This is an optimization exercise on Yosys and OpenROAD, whose aim is small area, not a production implementation.
Function was checked by simulation only, so behaviour that the tests miss may differ from the original.
Power and IR drop assume default switching activity.

## run.sh

```bash
#!/bin/bash
# synth_recipe.tcl (not shown) runs the flow's synth.tcl, then flattens the netlist and writes it again
# the make line also repeats each setting of config.mk as NAME=value (left out here)
make -C /OpenROAD-flow-scripts/flow DESIGN_CONFIG=/design/flow/config.mk WORK_HOME=/design/flow/orfs CLKGATE_MAP_FILE= SYNTH_SCRIPT=/design/flow/synth_recipe.tcl finish
```

## config.mk

```make
export PLATFORM = sky130hd
export DESIGN_NAME = fmeter
export DESIGN_NICKNAME = fmeter
export VERILOG_FILES = /design/flow/design.v
export SDC_FILE = /design/flow/constraint.sdc
export NUM_CORES = 4
export LEC_CHECK = 0
export CAP_MARGIN = 20
export CORE_MARGIN = 2
export CORE_UTILIZATION = 85
export CTS_BUF_LIST = sky130_fd_sc_hd__clkbuf_8
export PLACE_DENSITY = 0.9
export SLEW_MARGIN = 20
```

## constraint.sdc

```tcl
create_clock -name core_clock -period 10.0 [get_ports {CLK100MHz}]
set_input_delay 2.0000 -clock core_clock [delete_from_list [all_inputs] [get_ports {CLK100MHz}]]
set_output_delay 2.0000 -clock core_clock [all_outputs]
set_load 0.01 [all_outputs]
```

## design.v

```verilog
`timescale 1ns / 1ps
module fmeter(
	CLK100MHz,
	RST,
	FREQIN,
	TXD,
	LED1,
	LED2
);
input	CLK100MHz;
input	RST;
input	FREQIN;
output	TXD;
output	LED1;
output	LED2;
reg		r_LED1;
reg		r_txd;
assign LED1 = r_LED1;
assign LED2 = r_txd;
assign TXD = r_txd;
function [4:0] bcd_add;
	input [3:0] h;
	input [1:0] a;
	reg t0, t1, t2, t3, k0, k1, k2, ge;
	begin
		t0 = h[0] ^ a[0];
		k0 = h[0] & a[0];
		t1 = h[1] ^ a[1] ^ k0;
		k1 = (h[1] & a[1]) | (h[1] & k0) | (a[1] & k0);
		t2 = h[2] ^ k1;
		k2 = h[2] & k1;
		t3 = h[3] ^ k2;
		ge = t3 & (t2 | t1);
		bcd_add = {ge, t3 & ~ge, t2 & ~ge, ge ? t2 : t1, t0};
	end
endfunction
function [2:0] ph_next;
	input [2:0] p;
	begin
		ph_next[0] = (~p[0] & ~p[2]);
		ph_next[1] = (~p[0] & p[1]) | (p[0] & ~p[1]);
		ph_next[2] = (p[0] & p[1]);
	end
endfunction
reg	[10:0]	u;
wire		tick = ((u & 11'b11111110101) == 11'b11110000001);
wire		uclr = RST | tick;
always @(posedge CLK100MHz) begin
	u[10:1] <= ~({10{uclr}} | u[9:0]);
	u[0] <= ~uclr & (u[1] ^ u[10]);
end
reg	[19:0]	g;
wire		gate = ((g & 20'b11111111110111111111) == 20'b10000010110010100110);
wire		gclr = RST | gate;
always @(posedge CLK100MHz) begin
	g[19:1] <= ~({19{gclr}} | g[18:0]);
	g[0] <= ~gclr & (g[16] ^ g[19]);
end
reg	[1:0]	r_fin;
wire		edg = r_fin[1] & ~r_fin[0];
always @(posedge CLK100MHz) begin
	r_fin[1] <= ~RST & FREQIN;
	r_fin[0] <= r_fin[1];
end
reg	[2:0]	ph;
reg	[3:0]	q0, q1, q2, q3, q4;	 
reg	[3:0]	s0, s1, s2, s3, s4;	 
reg	[1:0]	pe;			 
reg		cy;			 
reg		fl;			 
reg	[2:0]	d5;			 
reg	[3:0]	cc;			 
wire		idle = cc[3] & ~cc[1];
wire		d5clr;
wire		ph0 = (ph == 3'd0);
wire	[1:0]	pe_e = {pe[1] | (pe[0] & edg), pe[0] ^ edg};
wire	[1:0]	addend = ph0 ? (gate ? pe : pe_e) : {1'b0, cy};
wire	[4:0]	csum = bcd_add(q0, addend);
wire		cout = csum[4];
wire	[3:0]	sum = csum[3:0];
wire		d5inc = ph[2] & cout & ~(fl & idle);
wire		d5z = RST | d5clr;
always @(posedge CLK100MHz) begin
	q0 <= q1;
	q1 <= q2;
	q2 <= q3;
	q3 <= q4;
	q4 <= (RST | gate | fl) ? 4'd0 : sum;
	s0 <= s1;
	s1 <= s2;
	s2 <= s3;
	s3 <= s4;
	s4 <= (gate | (fl & ~idle)) ? sum : s0;
	cy <= cout;
	if (RST) begin
		ph <= 3'd1;
		pe <= 2'd0;
		fl <= 1'b1;
	end else begin
		ph <= ph_next(ph);
		pe <= ph0 ? {1'b0, edg & gate} : pe_e;
		if (gate)
			fl <= 1'b1;
		else if (ph[2])		 
			fl <= 1'b0;
	end
	d5[0] <= ~d5z & (d5[0] ^ d5inc);
	d5[1] <= ~d5z & (d5[1] ^ (d5inc & d5[0]));
	d5[2] <= ~d5z & (d5[2] | (d5inc & d5[0] & d5[1]));
end
reg	[3:0]	bc;
reg		nb;		 
wire		stopb = bc[3] & bc[2];
assign		d5clr = ~cc[3] & ~cc[2];
always @(posedge CLK100MHz)
	if (cc[2:0] == ph)
		nb <= s0[bc[1:0]];
wire		j0 = bc[0];
wire		j1 = bc[1];
wire		d5b = j1 ? (~j0 & d5[2]) : (j0 ? d5[1] : d5[0]);	 
wire		crlf = cc[0] ? (j1 | ~j0) : j0;		 
wire		ringc = ~cc[2] | ~(cc[1] | cc[0]);	 
wire		dv = cc[3] ? crlf : ringc ? nb : (~cc[1] & cc[0] & d5b);
wire		dataw = ~bc[3] & bc[2];			 
wire		fixb = bc[3] & (bc[2] | (~bc[1] & ~cc[3]));
wire		bitv = idle | (dataw ? dv : fixb);
wire		adv = tick & stopb & ~idle;
wire		ct1 = adv & ~cc[0];
wire		ct2 = ct1 & ~cc[1];
wire		ct3 = ct2 & ~cc[2];
wire		bt1 = tick & (bc[0] | stopb);
wire		bt2 = tick & ((bc[0] & bc[1]) | stopb);
wire		bt3 = tick & ((bc[0] & bc[1] & bc[2]) | stopb);
always @(posedge CLK100MHz) begin
	cc[0] <= gclr | (cc[0] ^ adv);
	cc[1] <= ~RST & (gate | (cc[1] ^ ct1));
	cc[2] <= gclr | (cc[2] ^ ct2);
	cc[3] <= RST | (~gate & (cc[3] ^ ct3));
	bc[0] <= gate | (bc[0] ^ tick);
	bc[1] <= gate | (bc[1] ^ bt1);
	bc[2] <= ~gate & (bc[2] ^ bt2);
	bc[3] <= ~gate & (bc[3] ^ bt3);
	if (RST) begin
		r_txd <= 1'b1;
		r_LED1 <= 1'b0;
	end else begin
		if (tick)
			r_txd <= bitv;
		if (gate)
			r_LED1 <= ~r_LED1;
	end
end
endmodule
```

==> results.txt <==
-- layer usage --
metal  global-route usage  wire length [um]
met3               0.1586               755
met1               0.4804              2809
met4               0.3944               773
met2               0.7608              3898
met5                    0                 0
-- layout make-up --
type                    count  area (um^2)
flip-flops and latches     94         1892
inverters                  11        41.29
repair buffers              5        50.05
well taps                  46        57.56
clock buffers              10        137.6
multi-input cells         149        973.4
clock inverters             6        38.79
fillers                    69        146.4
-- logic make-up (layout without fill, tap and decap cells) --
kind of cell,after synthesis,count (layout),synth area share
and+or+nand+nor,96,96,0.1680
DFF,94,94,0.6431
AOI/OAI and AO/OA,25,25,0.05318
muxes,8,8,0.03360
xor gates and xnor gates,9,9,0.02680
adders and majority gates,11,11,0.04934
buffers and inverters,19,32,0.02595
-- how the worst max path moves through the flow --
stage	from	endpoint	cells after the start
floorplan	g[16]	d5[1]	13
global placement	RST	fl	4
detailed placement	RST	q4[2]	4
CTS	g[16]	d5[1]	13
global route	g[16]	d5[1]	13
finish	g[16]	d5[1]	13
-- worst register-to-register path, stage by stage (launching register included) --
cell	delay (ps)
dfxtp_1	370
nor4bb_1	510
nand3_1	330
o21ai_0	340
a31oi_1	190
ha_1	280
fa_1	390
ha_1	210
xnor2_1	410
nor2_1	160
and3_1	230
ha_1	190
ha_1	270
and2_1	140
-- metrics by stage --
stage	instances	hold WS, ps	instance area (um^2)	util
after floorplan	262	309.6	2942	-
after global placement	305	309.6	3014	0.9033
after detailed placement	305	313.2	3014	0.9033
after CTS	321	331.1	3191	0.9561
after global routing	321	335.7	3191	0.9561
final	321	332.2	3191	0.9561
-- placed cells by master (no fill, tap or decap), types with 2 or more instances in the layout --
cell type        Yosys  layout
nand4_1              2       2
a31oi_1              3       3
o21ai_0              7       7
or3_1                3       3
or2_2                2       2
dfxtp_1             93      93
xnor2_1              6       6
a21oi_1              6       6
nand2_1             10      10
nor2b_1              7       7
mux2i_1              2       2
and2_1               3       3
clkdlybuf4s50_1      0       5
nor3_1               7       7
inv_1               11      13
clkbuf_8             0      10
nor3b_1              3       3
nor4bb_1             3       3
xor2_1               3       3
nand3_1              4       4
a2111oi_0            2       2
ha_1                10      10
nor4_1               2       2
nor2_1              42      42
nand4b_1             2       2
clkinv_4             0       2
mux2_2               5       5
-- flip-flops by register name (all words and copies together), names as in the netlist --
name,flops
pe,2
r_txd,1
s2,4
q1,4
cc,4
r_fin,2
fl,1
d5,3
ph,3
u,11
q0,4
s0,4
q3,4
s3,4
g,20
cy,1
nb,1
r_LED1,1
s4,4
q4,4
q2,4
s1,4
bc,4
-- power groups by stage --
| stage | clock network (mW) | logic [mW] | registers [mW] |
|---|---|---|---|
| after detailed placement | 0 | 0.0228 | 0.406 |
| after CTS | 0.224 | 0.0258 | 0.399 |
| final | 0.228 | 0.0264 | 0.400 |
| after global placement | 0 | 0.0203 | 0.404 |
| after global routing | 0.238 | 0.0282 | 0.400 |
| after floorplan | 0 | 0.0175 | 0.402 |
==> flow_summary_export.csv <==
group,metric,value,unit
logic_synthesis,synth_cell_types,44,
logic_synthesis,synth_top_area_share,0.6329,
die,ios,6,
global_route,grt_pass1_wl,12890,um
pwr,p_seq_frac,0.611,
die,start_util,0.8815,
status,status,"finished clean",
worst_setup_path,required,10250,ps
pwr,vdd_drop_max,0.0001682,V
global_route,grt_usage,0.4665,
logic_synthesis,syn_area,2942,um^2
layout,antenna_cells,0,
place,place_ws,5992,ps
place,port_buffers,5,
pwr,total_power,0.6539,mW
worst_setup_path,r2r_slack,5880,ps
logic_synthesis,syn_area_per_cell,11.23,um^2
hold_path,hp-start,"s2[2]",
layout,drive_above_1_share,0.09091,
route,drt-wirelength-per-cell,25.66,um
timing,finalSetupViolCount,0,
timing,rsz0062_at_grt,"no",
clock_tree,clk_path_buf_depth,2,
worst_setup_path,r2r_end,"d5[1]",
logic_synthesis,ys_warn_count,1,
clock_tree,cts_resized,0,
clock_tree,cts_buffers,9,
timing,fin_skew,14.00,ps
clock_tree,clkLatencyLatePin,360,ps
logic_synthesis,synthCells,262,
place,dp_hpwl,4440,um
worst_setup_path,path_buf_inv,0,
worst_setup_path,worstReg2RegStart,"g[16]",
clock_tree,holdBufCountCts,0,
die,num_rows,21,
global_route,antenna_found_initial,0,
worst_setup_path,crit_type,"reg2reg",
die,core_region_area,3337,um^2
logic_synthesis,ys_seq_elements,94,
logic_synthesis,synth-main-ff-cell,"dfxtp_1",
pwr,switching_power,0.1594,mW
clock_tree,ctsRootBufferMaster,"clkbuf_8",
logic_synthesis,synth.most_common_cell,"dfxtp_1",
pwr,p_int,0.4945,mW
pwr,clockPowerShare,0.348,
timing,tightest_slew,887.3,ps
timing,layout_setup_ws,5878,ps
logic_synthesis,synth_nets,276,
worst_setup_path,crit_path_cell_trace,"nor4bb_1 -> nand3_1 -> o21ai_0 -> a31oi_1 -> ha_1 -> fa_1 -> ha_1 -> xnor2_1 -> nor2_1 -> and3_1 -> ha_1 -> ha_1 -> and2_1",
route,drc,0,
layout,syn2layout_area_growth,8.464,%
worst_setup_path,slowest_delay,510,ps
clock_tree,clk_pin_slew,90,ps
timing,report.final.slew_viol_count,0,
global_route,grt_max_degree,23,
worst_setup_path,cpMostUsedCell,"ha_1",
place,place_congestion,0.8017,
hold_path,holdPathStages,0,
worst_setup_path,cp_max_fo,5,
route,vias_per_cell,6.935,
timing,fin_crit,4122,ps
worst_setup_path,worstPathArrival,4380,ps
timing,relSlewSlack,0.4066,
route,drtPass1Iterations,5,
clock_tree,cts_tree,"yes",
logic_synthesis,synth_top_cell_by_area,"dfxtp_1",
clock_tree,h-tree-depth,3,
timing,fmax,0.2426,GHz
pwr,swShare,0.2438,
pwr,total_leakage_power,1.323,nW
logic_synthesis,synth_edf_count,1,
hold_path,hold_class,"reg2reg",
global_route,grt_pass1_vias,2260,
worst_setup_path,reg2regPathDepth,13,
worst_setup_path,cpMaxStageDelayCell,"nor4bb_1",
clock_tree,post_cts_buffers,0,
logic_synthesis,synthArstFlopShare,0,
worst_setup_path,startpoint_type,"register",
worst_setup_path,critPathTopFamily,"simple AND/OR/NAND/NOR gates",
pwr,p_per_area,204.9,nW/um^2
hold_path,hold_path_end,"s1[2]",
worst_setup_path,cp-end-kind,"register",
global_route,grt.overflow.total,0,
pwr,p_comb_frac,0.040,
route,wl,8236,um
route,first_iter_violations,329,
die,die_area,3947,um^2
layout,nets,284,
route,ant_nets,0,
die,die_h,62.83,um
timing,hold_viol,0,
die,die_w,62.83,um
job,max-cap-violations,0,
clock_tree,cts_sinks,94,
logic_synthesis,ys_seq_area_frac,0.6431,
timing,timing.setup.tns,0,ps
route,num_vias,2226,
logic_synthesis,synth.area.top_cells,"dfxtp_1 (63%), nor2_1 (5.4%), ha_1 (4.3%)",
logic_synthesis,ys_top_cells_by_count,"dfxtp_1 (93), nor2_1 (42), inv_1 (11), ha_1 (10), nand2_1 (10)",
timing,final.period_utilization,0.4122,

==> static timing again, ports no longer ideal <==
No port has a modelled driver above. Below, the same layout with a new extraction and two added sets of constraints.
Step 1 assumes that a clkbuf_16 drives the clock port and a buf_2 every other input.
Step 2 also shifts input and output timing later by t, the mid clock arrival at the registers, as if the neighbouring blocks saw the same clock.
Three values: no drivers, after step 1, after step 2; two values: the first two.
t, ns: 0.388
setup slack, ns: 5.878 / 5.878 / 5.847
worst setup path at the end: input to register
clock arrival spread, ns: 0.014 / 0.015
worst register clock-pin slew, ns: 0.09 / 0.09
After both steps this run still meets setup and hold. The setup slack of this run moves by 0.000 ns with the drivers and by -0.031 ns with both steps.
